Source: an optimization exercise on an open RTL-to-GDS flow (aim: small area). Production flows keep margins and buffers that such runs may drop.
Where RTL was checked, it was by simulation tests only, not by an equivalence proof against the original.
The flow treats the clock pin as an ideal source, which a real chip does not have.
Power is estimated from default activity; no workload was simulated.

## lane 1
==> module psone, before the edit <==
module psone(
	input		iCLK,
	input		iRESET,
	input		iKEY_ST,  
	output	oCS,
	output	oCLK,
	output	oMOSI,
	input		iMISO,
	input		iACK,
	input		iRX,
	output	oTX,
	output	oIND
);
localparam HP = 3500;			 
localparam HB = 2604;			 
localparam HR = HP - HB + 1;	 
localparam [11:0] H_0 = 12'd340;
function [11:0] hstep(input [11:0] s);
	hstep = {s[10:0], ~(s[11] ^ s[2] ^ s[0])};
endfunction
function [11:0] hpow(input integer n);
	integer i;
	begin
		hpow = H_0;
		for (i = 0; i < n; i = i + 1) hpow = hstep(hpow);
	end
endfunction
localparam [11:0] H_END = hpow(HP);	 
localparam [11:0] H_RE  = hpow(HR);	 
function integer pick_sk(input integer hp);
	integer k;
	reg [11:0] a, b, c;
	begin
		a = hpow(hp - 2);
		b = hpow(hp - 1);
		c = hpow(hp);
		pick_sk = -1;
		for (k = 11; k >= 0; k = k - 1)
			if ((a[k] != b[k]) && (b[k] == c[k])) pick_sk = k;
	end
endfunction
function pick_skv(input integer hp);
	reg [11:0] a;
	begin
		a = hpow(hp - 2);
		pick_skv = a[pick_sk(hp)];
	end
endfunction
localparam integer SK = pick_sk(HP);
localparam SKV = pick_skv(HP);
function bfb(input [3:0] s);
	bfb = ~(s[3] ^ s[2]) & ~s[1];
endfunction
function [3:0] bstep(input [3:0] s);
	bstep = {s[2:0], bfb(s)};
endfunction
wire KEY_PR;
reg en;		 
reg M;		 
reg cs;
reg mosi;
reg tx;
reg [11:0] H;		 
localparam [11:0] HPOL = 12'b101010101010;
wire [11:0] hv = H ^ HPOL;
reg        E0;		 
reg [4:1]  Eh;		 
wire [4:0] E = {Eh, E0};
reg [3:0]  B;
reg        bit_buf;
reg [71:0] ring;
reg [3:0]  P9;
reg [2:0]  P8;
wire HALF_PER   = (hv == H_END);
wire E25        = E[4] & E[3] & E[0];			 
wire B8         = B[3] & ~B[2] & ~B[0];			 
wire EN_SPI     = en & ~M;
wire LAST       = HALF_PER & E[4] & E[2] & E[1] & B8;	 
wire MATCH      = (P9 == B) & (P8 == E[3:1]);
wire WR         = MATCH & ~M & ~E[0] & (~E[4] | (E[3:1] == 3'd0));
always @(posedge iCLK or negedge iRESET) begin
	if (!iRESET) en <= 1'b0;
	else if (KEY_PR) en <= ~en;
end
always @(posedge iCLK or negedge iRESET) begin
	if (!iRESET) begin
		cs   <= 1'b1;
		mosi <= 1'b0;
	end else begin
		cs   <= ~EN_SPI;
		mosi <= ~cs & ~B[3] & ~B[1] &
		        (B[0] ? ((E == 5'd3) | (E == 5'd4) | (E == 5'd13) | (E == 5'd14))
		              : (~B[2] & (E < 5'd3)));
	end
end
reg [4:0] e_next;
reg       m_next;
always @(*) begin
	e_next = E;
	m_next = M;
	if (M ? LAST : cs) begin
		m_next = 1'b0;
		e_next = 5'd0;
	end else if (E25) begin
		if (~M & B8) begin
			m_next = 1'b1;
			e_next = 5'd24;
		end else e_next = {4'd0, M};
	end else if (HALF_PER | (M & E[4] & (E[3] | (E[2] & E[1] & E[0])))) e_next = E + 1'b1;	 
end
always @(posedge iCLK or negedge iRESET) begin
	if (!iRESET) begin
		M  <= 1'b0;
		E0 <= 1'b0;
	end else begin
		M  <= m_next;
		E0 <= e_next[0];
	end
end
always @(posedge iCLK) Eh <= e_next[4:1];
always @(posedge iCLK) begin
	if (M ? LAST : cs) B <= 4'd0;
	else if (E25 & (M | ~B8)) B <= bstep(B);
end
always @(posedge iCLK) begin
	if (M ? LAST : ~(EN_SPI & ~HALF_PER)) H <= H_0 ^ HPOL;
	else if (M & (HALF_PER | E25)) H <= H_RE ^ HPOL;
	else H <= hstep(hv) ^ HPOL;
end
always @(posedge iCLK) begin
	if (M) begin
		if (E25) tx <= 1'b0;
		else if (HALF_PER & ~E[0]) tx <= bit_buf | (E[4] & (E[2] | E[1]));	 
	end else tx <= 1'b1;
end
function p8fb(input [2:0] s);
	p8fb = s[2] ^ (s[1] | ~s[0]);
endfunction
wire idle = cs & ~M;
always @(posedge iCLK) begin
	P9 <= {P9[2:0], bfb(P9) & ~idle};
	P8 <= {P8[1:0], p8fb(P8) & ~idle};
end
always @(posedge iCLK) begin
	if (M) begin
		if (MATCH) bit_buf <= ring[0];
	end else if (E[0] & (hv[SK] == SKV)) bit_buf <= iMISO;
	ring <= {WR ? bit_buf : ring[0], ring[71:1]};
end
psone_debounce DEB(
	.iCLK(iCLK),
	.iRESET(iRESET),
	.iKEY(iKEY_ST),
	.oKEY_FRONT(KEY_PR)
);
assign oCS   = cs;
assign oCLK  = ~(E[0] & ~E[4] & ~M);
assign oMOSI = mosi;
assign oTX   = tx | ~M;
assign oIND  = en;
endmodule
==> flow/config.mk <==
export PLATFORM = sky130hd
export DESIGN_NAME = psone
export DESIGN_NICKNAME = psone
export VERILOG_FILES = /design/flow/design.v
export SDC_FILE = /design/flow/constraint.sdc
export NUM_CORES = 4
export LEC_CHECK = 0
export CAP_MARGIN = 20
export CORE_MARGIN = 2
export CORE_UTILIZATION = 65
export CTS_BUF_LIST = sky130_fd_sc_hd__clkbuf_4
export CTS_CLUSTER_DIAMETER = 100
export CTS_CLUSTER_SIZE = 40
export PLACE_DENSITY = 0.8
export SLEW_MARGIN = 20
==> flow/constraint.sdc <==
create_clock -name core_clock -period 10.0 [get_ports {iCLK}]
set_input_delay 2.0000 -clock core_clock [delete_from_list [all_inputs] [get_ports {iCLK}]]
set_output_delay 2.0000 -clock core_clock [all_outputs]
set_load 0.01 [all_outputs]
standard.sh (not shown) runs the stock make flow with config.mk's settings and CLKGATE_MAP_FILE= SYNTH_SCRIPT=/design/flow/synth_recipe.tcl, a recipe that flattens the netlist after the stock synthesis.
==> flow/flow/run.sh <==
#!/bin/bash
# The standard layout (standard.sh) with three changes:
#  - synthesis maps the logic with an area-oriented ABC script (flow/abc_area.script)
#    in place of ORFS's speed script; everything else in the synthesis is the
#    standard one (synth_recipe.tcl on ORFS's synth.tcl), so the registers and
#    their names are the standard synthesis's;
#  - clock tree synthesis without dummy loads, from clkbuf_4 buffers;
#  - port buffers are buf_1 cells;
#  - after CTS, clock leaf buffers are downsized where the slew allows (flow/post_cts.tcl).
# Each tool's output goes to a log file here.
set -euo pipefail
W=$(pwd)

# A copy of ORFS's scripts in which the speed ABC script is ours.
rm -rf "$W/orfs_scripts"
cp -r "$FLOW_HOME/scripts" "$W/orfs_scripts"
cp "$W/flow/abc_area.script" "$W/orfs_scripts/abc_speed.script"
{
  echo "set ::env(SCRIPTS_DIR) {$W/orfs_scripts}"
  cat "$W/synth_recipe.tcl"
} > "$W/area_synth.tcl"

export CTS_ARGS="-sink_clustering_enable -repair_clock_nets -dont_use_dummy_load -buf_list sky130_fd_sc_hd__clkbuf_4 -sink_clustering_size 40 -sink_clustering_max_diameter 100"
export BUFFER_PORTS_ARGS="-buffer_cell sky130_fd_sc_hd__buf_1"
export POST_CTS_TCL="$W/flow/post_cts.tcl"

# Synthesis only, with our script; standard.sh then finds it done and goes on.
make -C "$FLOW_HOME" DESIGN_CONFIG="$W/config.mk" WORK_HOME="$W/orfs" CLKGATE_MAP_FILE= \
  SYNTH_SCRIPT="$W/area_synth.tcl" ADDER_MAP_FILE= synth > "$W/synth.log" 2>&1
bash standard.sh > "$W/standard.log" 2>&1
Other scripts of this flow, unchanged in this note and not shown: flow/flow/abc_area.script, flow/flow/post_cts.tcl
> inputs changed (lane 1 -> lane 2)
-- flow/design.v --
<<< lane 1, line 162
	else H <= hstep(hv) ^ HPOL;
end
always @(posedge iCLK) begin
	if (M) begin
		if (E25) tx <= 1'b0;
		else if (HALF_PER & ~E[0]) tx <= bit_buf | (E[4] & (E[2] | E[1]));	 
>>> lane 2, line 162
	else H <= hstep(hv) ^ HPOL;
end
always @(posedge iCLK or negedge iRESET) begin
	if (!iRESET) tx <= 1'b1;
	else if (M) begin
		if (E25) tx <= 1'b0;
		else if (HALF_PER & ~E[0]) tx <= bit_buf | (E[4] & (E[2] | E[1]));	 
<<< lane 1, line 191
assign oCLK  = ~(E[0] & ~E[4] & ~M);
assign oMOSI = mosi;
assign oTX   = tx | ~M;
assign oIND  = en;
endmodule
>>> lane 2, line 192
assign oCLK  = ~(E[0] & ~E[4] & ~M);
assign oMOSI = mosi;
assign oTX   = tx;
assign oIND  = en;
endmodule
### Flow results
Lane 2: PASS, flow complete, no timing, DRC or antenna violations. [lane 2] number of cells produced by synthesis fell 2 relative to lane 1. The fraction of power consumed by combinational cells of lane 1 and that of lane 2 are within noise of each other. Looking at lane 1 and lane 2, the final total power is a wash. There was hardly any difference in clock network fraction of design power between lane 2 and lane 1. Basic-gate share of the synthesized area counting and, or, nand and nor cells on lane 2 is up relative to lane 1.


The RTL this note starts from:
==> flow/design.v <==
module psone_debounce(
	input	iCLK,
	input	iRESET,
	input	iKEY,
	output	oKEY_FRONT
);
localparam N = 11;
localparam TAP = (N == 11) ? 8 : 2;	 
localparam [N-1:0] SEED = (N == 11) ? 'h01f : 'h5;
reg key_deb;
reg [1:0]  dff;
reg [1:0]  pressed;
reg [N-1:0] cnt;	 
localparam [N-1:0] CPOL = {(N+1)/2{2'b01}};
wire [N-1:0] cv = cnt ^ CPOL;
wire low_ones = &cv[N-2:0];
wire done     = low_ones & cv[N-1];
always @(posedge iCLK or negedge iRESET) begin
	if (!iRESET) begin
		dff     <= 2'd0;
		pressed <= 2'd0;
		key_deb <= 1'b0;
	end else begin
		dff     <= {dff[0], iKEY};
		pressed <= {pressed[0], key_deb};
		if (done) key_deb <= dff[1];
	end
end
always @(posedge iCLK) begin
	if (dff[0] ^ dff[1]) cnt <= SEED ^ CPOL;
	else cnt <= {cv[N-2:0], ~(cv[N-1] ^ cv[TAP]) | low_ones} ^ CPOL;
end
assign oKEY_FRONT = !pressed[0] & pressed[1];
endmodule
module psone(
	input		iCLK,
	input		iRESET,
	input		iKEY_ST,  
	output	oCS,
	output	oCLK,
	output	oMOSI,
	input		iMISO,
	input		iACK,
	input		iRX,
	output	oTX,
	output	oIND
);
localparam HP = 3500;			 
localparam HB = 2604;			 
localparam HR = HP - HB + 1;	 
function [11:0] hstep(input [11:0] s);
	hstep = {s[10:0], ~(s[11] ^ s[6] ^ s[1])};
endfunction
function [11:0] hpow(input integer n);
	integer i;
	begin
		hpow = 12'd0;
		for (i = 0; i < n; i = i + 1) hpow = hstep(hpow);
	end
endfunction
localparam [11:0] H_END = hpow(HP);	 
localparam [11:0] H_RE  = hpow(HR);	 
function integer pick_sk(input integer hp);
	integer k;
	reg [11:0] a, b, c;
	begin
		a = hpow(hp - 2);
		b = hpow(hp - 1);
		c = hpow(hp);
		pick_sk = -1;
		for (k = 11; k >= 0; k = k - 1)
			if (a[k] & ~b[k] & ~c[k]) pick_sk = k;
	end
endfunction
localparam integer SK = pick_sk(HP);
function [3:0] bstep(input [3:0] s);
	bstep = {s[2:0], s[3] ^ ~(s[2] | s[1])};
endfunction
wire KEY_PR;
reg en;		 
reg M;		 
reg cs;
reg mosi;
reg tx;
reg [11:0] H;		 
localparam [11:0] HPOL = 12'b101010101010;
wire [11:0] hv = H ^ HPOL;
reg [4:0]  E;
reg [3:0]  B;
reg        bit_buf;
reg [71:0] ring;
reg [3:0]  P9;
reg [2:0]  P8;
wire HALF_PER   = (hv == H_END);
wire E25        = (E == 5'd25);
wire EN_SPI     = en & ~M;
wire LAST       = HALF_PER & (E == 5'd22) & (B == 4'd8);	 
wire MATCH      = (P9 == B) & (P8 == E[3:1]);
wire WR         = MATCH & ~M & ~E[0] & (~E[4] | (E[3:1] == 3'd0));
always @(posedge iCLK or negedge iRESET) begin
	if (!iRESET) en <= 1'b0;
	else if (KEY_PR) en <= ~en;
end
always @(posedge iCLK or negedge iRESET) begin
	if (!iRESET) begin
		cs   <= 1'b1;
		mosi <= 1'b0;
	end else begin
		cs   <= EN_SPI ? ((B == 4'd0) ? 1'b0 : cs) : 1'b1;
		mosi <= ~cs & (((B == 4'd0) & (E < 5'd3)) |
		               ((B == 4'd1) & ((E == 5'd3) | (E == 5'd4) | (E == 5'd13) | (E == 5'd14))));
	end
end
always @(posedge iCLK or negedge iRESET) begin
	if (!iRESET) begin
		M <= 1'b0;
		E <= 5'd0;
	end else if (M ? LAST : cs) begin
		M <= 1'b0;
		E <= 5'd0;
	end else if (E25) begin
		if (~M & (B == 4'd8)) begin
			M <= 1'b1;
			E <= 5'd24;
		end else E <= {4'd0, M};
	end else if (HALF_PER | (M & (E >= 5'd23))) E <= E + 1'b1;
end
always @(posedge iCLK) begin
	if (M ? LAST : cs) B <= 4'd0;
	else if (E25 & (M | (B != 4'd8))) B <= bstep(B);
end
always @(posedge iCLK) begin
	if (M ? LAST : ~(EN_SPI & ~HALF_PER)) H <= HPOL;
	else if (M & (HALF_PER | E25)) H <= H_RE ^ HPOL;
	else H <= hstep(hv) ^ HPOL;
end
always @(posedge iCLK or negedge iRESET) begin
	if (!iRESET) tx <= 1'b1;
	else if (M) begin
		if (E25) tx <= 1'b0;
		else if (HALF_PER & ~E[0]) tx <= bit_buf | (E[4] & (E[3:1] != 3'd0));
	end else tx <= 1'b1;
end
function [2:0] p8step(input [2:0] s);
	p8step = {s[1:0], s[2] ^ (s[1] | ~s[0])};
endfunction
always @(posedge iCLK or negedge iRESET) begin
	if (!iRESET) begin
		P9 <= 4'd0;
		P8 <= 3'd0;
	end else begin
		P9 <= bstep(P9);
		P8 <= p8step(P8);
	end
end
always @(posedge iCLK) begin
	if (M) begin
		if (MATCH) bit_buf <= ring[0];
	end else if (E[0] & hv[SK]) bit_buf <= iMISO;
	ring <= {WR ? bit_buf : ring[0], ring[71:1]};
end
psone_debounce DEB(
	.iCLK(iCLK),
	.iRESET(iRESET),
	.iKEY(iKEY_ST),
	.oKEY_FRONT(KEY_PR)
);
assign oCS   = cs;
assign oCLK  = ~(E[0] & ~E[4] & ~M);
assign oMOSI = mosi;
assign oTX   = tx;
assign oIND  = en;
endmodule
Settings: LEC_CHECK=0, CAP_MARGIN=20, CORE_MARGIN=2, CORE_UTILIZATION=65, CTS_BUF_LIST=sky130_fd_sc_hd__clkbuf_4, CTS_CLUSTER_DIAMETER=100, CTS_CLUSTER_SIZE=40, PLACE_DENSITY=0.8, SLEW_MARGIN=20; clock period 10.0 ns.
==> flow/flow/run.sh <==
#!/bin/bash
# The standard layout (standard.sh) with three changes:
#  - synthesis maps the logic with an area-oriented ABC script (flow/abc_area.script)
#    in place of ORFS's speed script; everything else in the synthesis is the
#    standard one (synth_recipe.tcl on ORFS's synth.tcl), so the registers and
#    their names are the standard synthesis's;
#  - clock tree synthesis without dummy loads, from clkbuf_4 buffers;
#  - port buffers are buf_1 cells.
# Each tool's output goes to a log file here.
set -euo pipefail
W=$(pwd)

# A copy of ORFS's scripts in which the speed ABC script is ours.
rm -rf "$W/orfs_scripts"
cp -r "$FLOW_HOME/scripts" "$W/orfs_scripts"
cp "$W/flow/abc_area.script" "$W/orfs_scripts/abc_speed.script"
{
  echo "set ::env(SCRIPTS_DIR) {$W/orfs_scripts}"
  cat "$W/synth_recipe.tcl"
} > "$W/area_synth.tcl"

export CTS_ARGS="-sink_clustering_enable -repair_clock_nets -dont_use_dummy_load -buf_list sky130_fd_sc_hd__clkbuf_4 -sink_clustering_size 40 -sink_clustering_max_diameter 100"
export BUFFER_PORTS_ARGS="-buffer_cell sky130_fd_sc_hd__buf_1"

# Synthesis only, with our script; standard.sh then finds it done and goes on.
make -C "$FLOW_HOME" DESIGN_CONFIG="$W/config.mk" WORK_HOME="$W/orfs" CLKGATE_MAP_FILE= \
  SYNTH_SCRIPT="$W/area_synth.tcl" ADDER_MAP_FILE= synth > "$W/synth.log" 2>&1
bash standard.sh > "$W/standard.log" 2>&1
==> flow/flow/abc_area.script <==
strash
&get -n
&st
&dch
&nf -p -R 1000 -C 32
&put
mfs2
strash
&get -n
&st
&dch
&nf -p -R 1000 -C 32
&put
mfs2
strash
&get -n
&st
&dch
&nf -p -R 1000 -C 32
&put
topo
Then changed:
--- a/flow/design.v
+++ b/flow/design.v
@@ -47,34 +47,21 @@
 );
 localparam HP = 3500;			 
 localparam HB = 2604;			 
 localparam HR = HP - HB + 1;	 
 function [11:0] hstep(input [11:0] s);
-	hstep = {s[10:0], ~(s[11] ^ s[6] ^ s[1])};
+	hstep = {s[10:0], ~(s[11] ^ s[5] ^ s[3] ^ s[0])};
 endfunction
 function [11:0] hpow(input integer n);
 	integer i;
 	begin
 		hpow = 12'd0;
 		for (i = 0; i < n; i = i + 1) hpow = hstep(hpow);
 	end
 endfunction
 localparam [11:0] H_END = hpow(HP);	 
 localparam [11:0] H_RE  = hpow(HR);	 
-function integer pick_sk(input integer hp);
-	integer k;
-	reg [11:0] a, b, c;
-	begin
-		a = hpow(hp - 2);
-		b = hpow(hp - 1);
-		c = hpow(hp);
-		pick_sk = -1;
-		for (k = 11; k >= 0; k = k - 1)
-			if (a[k] & ~b[k] & ~c[k]) pick_sk = k;
-	end
-endfunction
-localparam integer SK = pick_sk(HP);
 function [3:0] bstep(input [3:0] s);
 	bstep = {s[2:0], s[3] ^ ~(s[2] | s[1])};
 endfunction
 wire KEY_PR;
 reg en;		 
@@ -85,10 +72,11 @@
 reg [11:0] H;		 
 localparam [11:0] HPOL = 12'b101010101010;
 wire [11:0] hv = H ^ HPOL;
 reg [4:0]  E;
 reg [3:0]  B;
+reg        miso;
 reg        bit_buf;
 reg [71:0] ring;
 reg [3:0]  P9;
 reg [2:0]  P8;
 wire HALF_PER   = (hv == H_END);
@@ -113,23 +101,24 @@
 end
 always @(posedge iCLK or negedge iRESET) begin
 	if (!iRESET) begin
 		M <= 1'b0;
 		E <= 5'd0;
+		B <= 4'd0;
 	end else if (M ? LAST : cs) begin
 		M <= 1'b0;
 		E <= 5'd0;
+		B <= 4'd0;
 	end else if (E25) begin
 		if (~M & (B == 4'd8)) begin
 			M <= 1'b1;
 			E <= 5'd24;
-		end else E <= {4'd0, M};
+		end else begin
+			E <= {4'd0, M};
+			B <= bstep(B);
+		end
 	end else if (HALF_PER | (M & (E >= 5'd23))) E <= E + 1'b1;
-end
-always @(posedge iCLK) begin
-	if (M ? LAST : cs) B <= 4'd0;
-	else if (E25 & (M | (B != 4'd8))) B <= bstep(B);
 end
 always @(posedge iCLK) begin
 	if (M ? LAST : ~(EN_SPI & ~HALF_PER)) H <= HPOL;
 	else if (M & (HALF_PER | E25)) H <= H_RE ^ HPOL;
 	else H <= hstep(hv) ^ HPOL;
@@ -152,13 +141,14 @@
 		P9 <= bstep(P9);
 		P8 <= p8step(P8);
 	end
 end
 always @(posedge iCLK) begin
+	miso <= iMISO;
 	if (M) begin
 		if (MATCH) bit_buf <= ring[0];
-	end else if (E[0] & hv[SK]) bit_buf <= iMISO;
+	end else if (E[0] & ~HALF_PER) bit_buf <= miso;
 	ring <= {WR ? bit_buf : ring[0], ring[71:1]};
 end
 psone_debounce DEB(
 	.iCLK(iCLK),
 	.iRESET(iRESET),
Outcome:
- The changed run finished clean
- core utilization is lower by 2.9 points
- cell area is higher by 0.53%
- critical path depth is lower by 1
- global-route usage is lower by 1.2 points
- wire length is lower by 1.1%
- sequential share of layout area is higher by 0.74 points
Function not checked in the second run of this note: the RTL went through the layout flow alone.

-- port drivers added, routing unchanged --
The flow's constraints put no driver on any port. The routed layouts listed below were extracted and timed again, unchanged, in two steps. Step 1 assumes that a clkbuf_16 drives the clock port and a buf_2 every other input. Step 2 moves the port delays by t, midway between the first and last clock arrival at a register: inputs arrive t later, outputs are due t later. That takes back most of the time a late clock gives input paths. Three values: no drivers, after step 1, after step 2; two values: the first two.
run	shift t [ns]	setup WS [ns]	worst slew at a driven data input, ns
lane 1	0.489	6.545 / 6.517 / 7.006	0.03
lane 2	0.462	6.553 / 6.526 / 6.988	0.03
the first run of note 2	0.491	6.368 / 6.339 / 6.831	0.03
the second run of note 2	0.494	6.545 / 6.518 / 7.013	0.03
After both steps every run listed still meets setup and hold.
